This design comes from an exercise in tuning for small area on the open sky130 flow, not from production work.
Only simulation tests tie the RTL to the original design; equivalence was not proved.
The clock input has no modelled driver; a real chip could not lean on it and would need a root buffer or a full tree.

==> flow/design.v (excerpt) <==
module ceas_top(
	input clock,
	input reset,
	input i_rx_serial,
	input b1,
	input b2,
	input b3,
	output [3:0] digit_select,
	output [6:0] digit_display,
	output led,
	output led2
);
Size: about 580 cells after synthesis, ~19 I/O pins.
export LEC_CHECK = 0
export CAP_MARGIN = 0
export CORE_MARGIN = 2
export CORE_UTILIZATION = 40
export SLEW_MARGIN = 0
create_clock -name core_clock -period 10.0 [get_ports {clock}]
standard.sh (not shown) runs the stock make flow with config.mk's settings and CLKGATE_MAP_FILE= SYNTH_SCRIPT=/design/flow/synth_recipe.tcl, a recipe that flattens the netlist after the stock synthesis.
==> flow/flow/run.sh <==
#!/bin/bash
# Standard layout, except that:
#  - the standard synthesis's combinational logic is re-mapped by ABC for
#    area (several ABC scripts, the smallest result is kept); the
#    flip-flops are kept as they are (same instances, names and cell types);
#  - the ports get buf_1 buffers;
#  - global placement is not timing driven (the 10 ns clock is easy to meet);
#  - the clock tree is built by flow/cts_manual.tcl (a few leaf buffers over
#    k-means groups of flip-flops) in place of TritonCTS.
# Each tool's output goes to its own log file here.
set -euo pipefail
R=orfs/results/sky130hd/ceas_top/base
LIB=$FLOW_HOME/platforms/sky130hd/lib/sky130_fd_sc_hd__tt_025C_1v80.lib
ARGS=("BUFFER_PORTS_ARGS=-buffer_cell sky130_fd_sc_hd__buf_1" GPL_TIMING_DRIVEN=0)
bash standard.sh synth > synth.log 2>&1
cp $R/1_2_yosys.v std_synth.v
remap() {
  mkdir -p remap_$1
  cp std_synth.v remap_$1/in.v
  cp flow/$1.abc remap_$1/area.abc
  sed "s#lib.lib#$LIB#g" flow/remap.ys > remap_$1/remap.ys
  (cd remap_$1 && yosys -s remap.ys > ../remap_$1.log 2>&1) || true
}
remap s0 & remap d0 & remap d1 & remap d2 &
wait
remap d3 & remap d4 & remap d5 & remap d6 &
wait
remap d7 & remap d8 & remap d9 & remap d10 &
wait
remap e0 & remap e1 & remap e2 & remap e3 &
wait
remap d11 & remap d12 & remap d13 & remap d14 &
wait
remap e4 & remap e5 & remap e6 & remap e7 &
wait
python3 flow/pick.py $LIB std_synth.v remap_*/out.v > pick.log 2>&1
cp "$(tail -n 1 pick.log)" $R/1_2_yosys.v
rm -f $R/1_synth.odb $R/1_synth.sdc
bash standard.sh place "${ARGS[@]}" > place.log 2>&1
source flow/cts_params.sh
export MCTS_NLEAF MCTS_LEAF MCTS_ROOT MCTS_SLACK
bash standard.sh run RUN_SCRIPT=$PWD/flow/cts_manual.tcl RUN_LOG_NAME_STEM=4_1_cts_manual > cts.log 2>&1
bash standard.sh finish "${ARGS[@]}" > finish.log 2>&1
==> flow/flow/d11.abc <==
strash
&get -n
&deepsyn -T 20 -S 11
&put
dch -f
amap
mfs2 -a
strash
&get -n
&deepsyn -T 20 -S 11
&put
dch -f
amap
mfs2 -a
strash
dch -f
amap
topo
==> flow/flow/d12.abc <==
strash
&get -n
&deepsyn -T 20 -S 12
&put
dch -f
amap
mfs2 -a
strash
&get -n
&deepsyn -T 20 -S 12
&put
dch -f
amap
mfs2 -a
strash
dch -f
amap
topo
==> flow/flow/d13.abc <==
strash
&get -n
&deepsyn -T 20 -S 13
&put
dch -f
amap
mfs2 -a
strash
&get -n
&deepsyn -T 20 -S 13
&put
dch -f
amap
mfs2 -a
strash
dch -f
amap
topo
==> flow/flow/d14.abc <==
strash
&get -n
&deepsyn -T 20 -S 14
&put
dch -f
amap
mfs2 -a
strash
&get -n
&deepsyn -T 20 -S 14
&put
dch -f
amap
mfs2 -a
strash
dch -f
amap
topo
==> flow/flow/e4.abc <==
strash
&get -n
&deepsyn -T 40 -S 4
&put
dch -f
amap
mfs2 -a
strash
dch -f
amap
topo
==> flow/flow/e5.abc <==
strash
&get -n
&deepsyn -T 40 -S 5
&put
dch -f
amap
mfs2 -a
strash
dch -f
amap
topo
==> flow/flow/e6.abc <==
strash
&get -n
&deepsyn -T 40 -S 6
&put
dch -f
amap
mfs2 -a
strash
dch -f
amap
topo
==> flow/flow/e7.abc <==
strash
&get -n
&deepsyn -T 40 -S 7
&put
dch -f
amap
mfs2 -a
strash
dch -f
amap
topo
Other scripts of this flow, unchanged in this note and not shown: flow/flow/cts_manual.tcl, flow/flow/cts_params.sh, flow/flow/d0.abc, flow/flow/d1.abc, flow/flow/d10.abc, flow/flow/d2.abc, flow/flow/d3.abc, flow/flow/d4.abc, flow/flow/d5.abc, flow/flow/d6.abc, flow/flow/d7.abc, flow/flow/d8.abc, flow/flow/d9.abc, flow/flow/e0.abc, flow/flow/e1.abc, flow/flow/e2.abc, flow/flow/e3.abc, flow/flow/pick.py, flow/flow/remap.ys, flow/flow/s0.abc
Edit:
--- a/flow/flow/run.sh
+++ b/flow/flow/run.sh
@@ -30,8 +30,4 @@
 remap e0 & remap e1 & remap e2 & remap e3 &
 wait
-remap d11 & remap d12 & remap d13 & remap d14 &
-wait
-remap e4 & remap e5 & remap e6 & remap e7 &
-wait
 python3 flow/pick.py $LIB std_synth.v remap_*/out.v > pick.log 2>&1
 cp "$(tail -n 1 pick.log)" $R/1_2_yosys.v
- CAP_MARGIN: 0 -> 20
- SLEW_MARGIN: 0 -> 20
removed: flow/flow/d11.abc
removed: flow/flow/d12.abc
removed: flow/flow/d13.abc
removed: flow/flow/d14.abc
removed: flow/flow/e4.abc
removed: flow/flow/e5.abc
removed: flow/flow/e6.abc
removed: flow/flow/e7.abc
Outcome: Cell area hardly moves. Setup slack is better by 740 ps. Die area barely changes. Area after synthesis hardly moves. Via count grows by 2.6%.
No run of this note takes its clock network from TritonCTS; it comes from the design's own scripts or RTL.

[static timing again, ports no longer ideal]
The flow's constraints put no driver on any port. The routed layouts listed below were extracted and timed again, unchanged, in two steps.
Step 1: set_driving_cell puts a clkbuf_16 on clock and a buf_2 on each other input, an assumption about the parent block.
Step 2, shift: input delay + t, output delay - t, t = (earliest + latest rising clock arrival at the registers) / 2. This alone moves slack from input paths to output paths.
Slacks: no drivers / after step 1 / after step 2; pairs: no drivers / after step 1.
run | shift t [ns] | setup WS [ns] | hold slack, ns | worst setup path after step 2 | clock arrival spread, ns
the first run | 0.238 | 5.077 / 5.128 / 4.889 | 0.449 / 0.449 / 0.449 | input to register | 0.019 / 0.019
the second run | 0.244 | 5.818 / 5.881 / 5.636 | 0.449 / 0.449 / 0.449 | input to register | 0.011 / 0.011
After both steps setup and hold are still met in every run listed. For the first run, which loses most, drivers alone change the setup slack by +0.051 ns; drivers and shift together by -0.188 ns.
